Context: an optimization exercise on an open-source flow, tuned for small area, a short achievable clock period and few clock cycles. The choices shown serve that exercise and are no tape-out recipe.
RTL that was checked went through simulation tests only; none was proved equivalent to the original.
Power figures rest on the tool's default switching activity, not on a simulated workload.

==> 01-28: inputs <==
// engine
module engine (
   input                      clk,
   input                      rst,
   output                     done,
   input    [63:0]            num_rows_in,
   input    [63:0]            row_start_in,
   input    [63:0]            row_skip_in,
   input    [63:0]            rows_size_in,            
   input    [63:0]            hash_mask_in,
   input                      row_rq_stall_in,
   output                     row_rq_vld_out,
   output   [47:0]            row_rq_vadr_out,
   output                     row_rs_stall_out,
   input                      row_rs_vld_in,
   input    [63:0]            row_rs_data_in,
   input                      ht_rq_afull_in,
   output                     ht_rq_vld_out,
   output   [47:0]            ht_rq_address_out,
   output                     ht_rs_afull_out,
   input                      ht_rs_write_en_in,
   input    [63:0]            ht_rs_data_in,
   input                      ll_rq_0_afull_in,
   output                     ll_rq_0_vld_out,
   output   [47:0]            ll_rq_0_address_out,
   output                     ll_rs_0_afull_out,
   input                      ll_rs_0_write_en_in,
   input    [63:0]            ll_rs_0_data_in,
   input                      ll_rq_1_afull_in,
   output                     ll_rq_1_vld_out,
   output   [47:0]            ll_rq_1_address_out,
   output                     ll_rs_1_afull_out,
   input                      ll_rs_1_write_en_in,
   input    [63:0]            ll_rs_1_data_in,
   output                     output_empty_out,
   input                      output_read_en_in,
   output   [63:0]            output_dim_table_out,
   output   [63:0]            output_fact_table_out
);
==> flow/config.mk <==
export PLATFORM = sky130hd
export DESIGN_NAME = engine
export DESIGN_NICKNAME = engine
export VERILOG_FILES = /design/flow/design.v
export SDC_FILE = /design/flow/constraint.sdc
export NUM_CORES = 4
export LEC_CHECK = 0
export CAP_MARGIN = 20
export CORE_MARGIN = 2
export CORE_UTILIZATION = 50
export SLEW_MARGIN = 20
export TNS_END_PERCENT = 100
==> flow/constraint.sdc <==
create_clock -name core_clock -period 11.0 [get_ports {clk}]
set_input_delay 2.2000 -clock core_clock [delete_from_list [all_inputs] [get_ports {clk}]]
set_output_delay 2.2000 -clock core_clock [all_outputs]
set_load 0.01 [all_outputs]
standard.sh (not shown) runs the stock make flow with config.mk's settings and CLKGATE_MAP_FILE= SYNTH_SCRIPT=/design/flow/synth_recipe.tcl, a recipe that flattens the netlist after the stock synthesis.
==> flow/flow/run.sh <==
#!/bin/bash
set -euo pipefail
export BUFFER_PORTS_ARGS="-buffer_cell sky130_fd_sc_hd__buf_1"
export SETUP_SLACK_MARGIN=6.6
bash standard.sh > standard_flow.log 2>&1
==> inputs of 09-25, as changes to 01-28 <==
--- a/flow/design.v
+++ b/flow/design.v
@@ -158,32 +158,15 @@
    reg                        b_vld_s;
    reg   [30:0]               b_adr_s;
    reg   [TW-1:0]             b_tag_s;
    wire                       ht_issue_s;
    wire                       a_to_b_s = a_vld_s && (!b_vld_s || ht_issue_s);
    wire  [30:0]               k_s      = row_rs_data_in[62:32];
-   wire  [30:0]               t0_s = k_s,         t1_s = k_s << 2,  t2_s = k_s << 3;
-   wire  [30:0]               t3_s = k_s << 7,    t4_s = k_s << 10, t5_s = k_s << 11;
-   wire  [30:0]               t6_s = k_s << 17,   t7_s = k_s << 23, t8_s = k_s << 26;
-   wire  [30:0]               t9_s = k_s << 29;
-   wire  [30:0]               sa_s = t0_s ^ t1_s ^ t2_s;
-   wire  [30:0]               ca_s = ((t0_s & t1_s) | (t0_s & t2_s) | (t1_s & t2_s)) << 1;
-   wire  [30:0]               sb_s = t3_s ^ t4_s ^ t5_s;
-   wire  [30:0]               cb_s = ((t3_s & t4_s) | (t3_s & t5_s) | (t4_s & t5_s)) << 1;
-   wire  [30:0]               sc_s = t6_s ^ t7_s ^ t8_s;
-   wire  [30:0]               cc_s = ((t6_s & t7_s) | (t6_s & t8_s) | (t7_s & t8_s)) << 1;
-   wire  [30:0]               sd_s = sa_s ^ ca_s ^ sb_s;
-   wire  [30:0]               cd_s = ((sa_s & ca_s) | (sa_s & sb_s) | (ca_s & sb_s)) << 1;
-   wire  [30:0]               se_s = cb_s ^ sc_s ^ cc_s;
-   wire  [30:0]               ce_s = ((cb_s & sc_s) | (cb_s & cc_s) | (sc_s & cc_s)) << 1;
-   wire  [30:0]               sf_s = sd_s ^ cd_s ^ se_s;
-   wire  [30:0]               cf_s = ((sd_s & cd_s) | (sd_s & se_s) | (cd_s & se_s)) << 1;
-   wire  [30:0]               sg_s = sf_s ^ cf_s ^ ce_s;
-   wire  [30:0]               cg_s = ((sf_s & cf_s) | (sf_s & ce_s) | (cf_s & ce_s)) << 1;
-   wire  [30:0]               s1_s = sg_s ^ cg_s ^ t9_s;
-   wire  [30:0]               s2_s = ((sg_s & cg_s) | (sg_s & t9_s) | (cg_s & t9_s)) << 1;
+   wire  [30:0]               s1_s     = k_s + (k_s << 2) + (k_s << 3) + (k_s << 7) + (k_s << 10);
+   wire  [30:0]               s2_s     = (k_s << 11) + (k_s << 17) + (k_s << 23) + (k_s << 26) +
+                                         (k_s << 29);
    wire  [30:0]               hash_s   = a_s1_s + a_s2_s;
    assign row_rs_stall_out = (&busy_s) || (a_vld_s && b_vld_s);
    always @(posedge clk)
    begin
       if (rst == 1'd1)
          a_vld_s <= 1'd0;
==> flow/flow/run.sh (replaced) <==
#!/bin/bash
# Layout: the standard flow (standard.sh, unchanged synthesis), with the
# port buffers made from the smallest buffer cell instead of a delay cell.
set -euo pipefail
export BUFFER_PORTS_ARGS="-buffer_cell sky130_fd_sc_hd__buf_1"
bash standard.sh > standard_flow.log 2>&1
ABC_AREA = 1   (was unset)
SETUP_SLACK_MARGIN = 5   (was unset)
==> inputs of 11-04, as changes to 01-28 <==
==> flow/flow/run.sh (replaced) <==
#!/bin/bash
set -euo pipefail
export BUFFER_PORTS_ARGS="-buffer_cell sky130_fd_sc_hd__buf_1"
export SETUP_SLACK_MARGIN=6.3
bash standard.sh > standard_flow.log 2>&1
ABC_AREA = 1   (was unset)
==> inputs of 08-27, as changes to 01-28 <==
--- a/flow/design.v
+++ b/flow/design.v
@@ -34,13 +34,13 @@
    input    [63:0]            ll_rs_1_data_in,
    output                     output_empty_out,
    input                      output_read_en_in,
    output   [63:0]            output_dim_table_out,
    output   [63:0]            output_fact_table_out
 );
-   localparam  K        = 16;           
+   localparam  K        = 14;           
    localparam  TW       = 4;            
    localparam  HTD      = 8;            
    localparam  HW       = 3;            
    localparam  ROW_CAP  = 8;            
    reg                        run_s;
    reg   [5:0]                icnt_s;
@@ -122,22 +122,31 @@
       left_s <= (idx_s < num_rows_in);
       if (rst == 1'd1)
          left_vld_s <= 1'd0;
       else
          left_vld_s <= !row_issue_s;
    end
-   assign row_issue_s      = run_s && left_vld_s && left_s && (row_out_s != ROW_CAP) &&
-                             !row_rq_stall_in;
+   reg                        row_ok_s;
+   wire  [3:0]                row_out_nx_s = row_out_s + {3'd0, row_issue_s} - {3'd0, row_rs_vld_in};
+   always @(posedge clk)
+   begin
+      if (rst == 1'd1)
+         row_ok_s <= 1'd0;
+      else
+         row_ok_s <= !row_issue_s && (run_s || icnt_s == 6'd48) && (idx_s < num_rows_in) &&
+                     (row_out_nx_s != ROW_CAP);
+   end
+   assign row_issue_s      = row_ok_s && !row_rq_stall_in;
    assign row_rq_vld_out   = row_issue_s;
    assign row_rq_vadr_out  = {3'd0, bh_s, bl_s[23:3]};
    always @(posedge clk)
    begin
       if (rst == 1'd1)
          row_out_s <= 4'd0;
       else
-         row_out_s <= row_out_s + {3'd0, row_issue_s} - {3'd0, row_rs_vld_in};
+         row_out_s <= row_out_nx_s;
    end
    reg   [63:0]               slot_v_s [0:K-1];
    reg   [K-1:0]              busy_s;
    reg   [TW-1:0]             alloc_s;
    integer                    i;
    always @*
@@ -208,13 +217,23 @@
       end
    end
    reg   [TW-1:0]             htf_s [0:HTD-1];
    reg   [HW-1:0]             htf_wr_s;
    reg   [HW-1:0]             htf_rd_s;
    reg   [HW:0]               htf_cnt_s;
-   assign ht_issue_s          = b_vld_s && (htf_cnt_s != HTD) && !ht_rq_afull_in;
+   reg                        ht_ok_s;
+   wire  [HW:0]               htf_cnt_nx_s = htf_cnt_s + {{HW{1'b0}}, ht_issue_s} -
+                                             {{HW{1'b0}}, ht_rs_write_en_in};
+   always @(posedge clk)
+   begin
+      if (rst == 1'd1)
+         ht_ok_s <= 1'd0;
+      else
+         ht_ok_s <= (a_to_b_s || (b_vld_s && !ht_issue_s)) && (htf_cnt_nx_s != HTD);
+   end
+   assign ht_issue_s          = ht_ok_s && !ht_rq_afull_in;
    assign ht_rq_vld_out       = ht_issue_s;
    assign ht_rq_address_out   = {17'd0, b_adr_s};
    always @(posedge clk)
    begin
       if (ht_issue_s)
          htf_s[htf_wr_s] <= b_tag_s;
@@ -224,13 +243,13 @@
          htf_cnt_s <= {(HW+1){1'b0}};
       end else begin
          if (ht_issue_s)
             htf_wr_s <= htf_wr_s + 1'd1;
          if (ht_rs_write_en_in)
             htf_rd_s <= htf_rd_s + 1'd1;
-         htf_cnt_s <= htf_cnt_s + {{HW{1'b0}}, ht_issue_s} - {{HW{1'b0}}, ht_rs_write_en_in};
+         htf_cnt_s <= htf_cnt_nx_s;
       end
    end
    wire  [TW-1:0]             ht_tag_s = htf_s[htf_rd_s];
    wire                       ht_nil_s = (ht_rs_data_in == 64'hFFFF_FFFF_FFFF_FFFF);
    reg                        q_vld_s;
    reg   [47:0]               q_ptr_s;
==> flow/flow/run.sh (replaced) <==
#!/bin/bash
set -euo pipefail
export BUFFER_PORTS_ARGS="-buffer_cell sky130_fd_sc_hd__buf_1"
export SETUP_SLACK_MARGIN=6.3
bash standard.sh > standard_flow.log 2>&1
==> results by group <==
Outcome
  • Status: timing/DRC/antenna clean

Critical path
  • Critical path class: reg2reg
  • Critical R2R Capture: bh_s[23]
  • Delay-heaviest family, CP: compound AO/OA/AOI/OAI gates

Global route
  • Met3 global-route usage: 0.0440
  • Routing usage on met2: 0.487

Final layout
  • Signal buf overhead: 0.0516
  • Most common cell after layout, fill and taps aside: nand2_1
  • Number of flip-flops in the largest register: just over 1,000
  • Design area: between 100,000 and 150,000 um2

Power and ir drop
  • Leak: roughly 0.040 uW
  • Peak supply drop: about 0.17 mV

Drt
  • WL per Instance: 22.8 um
  • M1 WL: 106,000 um

Yosys
  • Synth Area in Adders: 0.0825
  • Synth Area in Simple Gates: 0.133
  • Number of flops mapped to enable cells by yosys: around 1,500
  • Post-synth top cells: nand2_1 (1,819), edfxtp_1 (1,526), inv_1 (872), nor2_1 (456), o21ai_0 (425)
  • XOR/XNOR share of the synthesized area: 0.0144

STA
  • Actual slew at the worst max-slew pin: between 1 and 1.5 ns
  • Smallest hold slack: around 0.42 ns
The numbers above come from 11-04.

==> results by group <==
Critical path
  • Crit path from: row_rs_data_in[34]
  • Critical path class: in2reg
  • Delay-heaviest family, CP: compound AO/OA/AOI/OAI gates

STA
  • Smallest hold slack: between 0.4 and 0.5 ns
  • Actual slew at the worst max-slew pin: between 1 and 1.5 ns

Drt
  • WL per Instance: approximately 23 um
  • M1 WL: roughly 110,000 um

Final layout
  • Signal buf overhead: 0.0492
  • Most common cell after layout, fill and taps aside: nand2_1
  • Number of flip-flops in the largest register: between 1,000 and 1,500
  • Max-area cell class: registers
  • Filler-free cell count of the finished design: roughly 11,000

Yosys
  • Post-synth top cells: nand2_1 (1,874), edfxtp_1 (1,520), inv_1 (752), nor2_1 (433), o21ai_0 (419)
  • Number of flops mapped to enable cells by yosys: approximately 1,500
  • XOR/XNOR share of the synthesized area: 0.0168
  • Synth Area in Simple Gates: 0.138
  • Synth Area in Adders: 0.0777

Outcome
  • Status: timing/DRC/antenna clean

Global route
  • Met3 global-route usage: 0.0459

Power and ir drop
  • Peak supply drop: 0.182 mV

Place
  • RD Place Congestion: approximately 0.95

Clock tree
  • # H-tree levels: 4
The numbers above come from 09-25.

==> results by group <==
Outcome
  • Status: timing/DRC/antenna clean

Power and ir drop
  • Peak supply drop: approximately 0.17 mV

Yosys
  • Synth Area in Adders: 0.0878
  • Synth Area in Simple Gates: 0.0852
  • Number of flops mapped to enable cells by yosys: roughly 1,400
  • XOR/XNOR share of the synthesized area: 0.0246

Critical path
  • Critical R2R Capture: dh_s[23]
  • Critical path class: in2out

Global route
  • Met3 global-route usage: 0.0597

Final layout
  • Number of flip-flops in the largest register: around 900
  • Most common cell after layout, fill and taps aside: edfxtp_1
  • Design area: 95,100 um2

Drt
  • WL per Instance: 26.7 um
The numbers above come from 08-27.

==> results by group <==
STA
  • Slew HR: 0.233
  • Smallest hold slack: around 0.42 ns
  • Actual slew at the worst max-slew pin: around 1.1 ns
  • Setup repair after global routing missed its margin: yes

Drt
  • WL per Instance: 27.4 um
  • M1 WL: between 100,000 and 150,000 um

Critical path
  • Critical path class: in2out
  • Critical R2R Capture: bh_s[22]

Yosys
  • Synth Area in Simple Gates: 0.0799
  • Post-synth top cells: edfxtp_1 (1,526), nand2_1 (545), ha_1 (379), dfxtp_1 (361), inv_1 (302)
  • Number of flops mapped to enable cells by yosys: between 1,500 and 2,000
  • Synth unique cells: 89

Final layout
  • Design area: between 100,000 and 150,000 um2
  • Final clock-cell share: 0.0638
  • Most common cell after layout, fill and taps aside: edfxtp_1
  • Fraction of layout cells with a size suffix above 1: 0.138

Global route
  • Met3 global-route usage: 0.0520
  • Routing usage on met2: 0.500

Power and ir drop
  • Leak: approximately 0.037 uW
  • Peak supply drop: 0.173 mV

Outcome
  • Status: timing/DRC/antenna clean
The numbers above come from 01-28.

Testbench counts of 01-28, summed over its fixed seeds: cycles 29,088.
Testbench counts of 11-04, summed over its fixed seeds: cycles 29,088.
The RTL of 09-25 and 08-27 was laid out without a check of its function.

==> afterwards: timing with drivers on the ports <==
The results above use ideal ports. As a check the final layouts listed here were re-extracted and re-timed, cells and wires unchanged. Step 1 (the two cells are an assumption about what drives the block):
set clk [get_ports {clk}]
set_driving_cell -lib_cell sky130_fd_sc_hd__clkbuf_16 $clk
set_driving_cell -lib_cell sky130_fd_sc_hd__buf_2 [delete_from_list [all_inputs] $clk]
Step 2 moves the port delays by t, midway between the first and last clock arrival at a register: inputs arrive t later, outputs are due t later. That takes back most of the time a late clock gives input paths. Slacks: no drivers / after step 1 / after step 2; pairs: no drivers / after step 1.
run	shift t [ns]	slack for setup (ns)	worst setup path at the end	worst register clock-pin slew, ns
01-28	0.910	5.928 / 5.827 / 5.685	input to register	0.07 / 0.07
09-25	0.922	5.102 / 5.148 / 4.226	input to register	0.07 / 0.07
11-04	0.919	6.001 / 5.959 / 5.342	input to register	0.07 / 0.07
08-27	0.915	6.141 / 6.058 / 5.407	input to register	0.06 / 0.06
After both steps every run listed still meets setup and hold. The setup slack of 09-25, which loses most, moves by +0.046 ns with the drivers and by -0.876 ns with both steps.
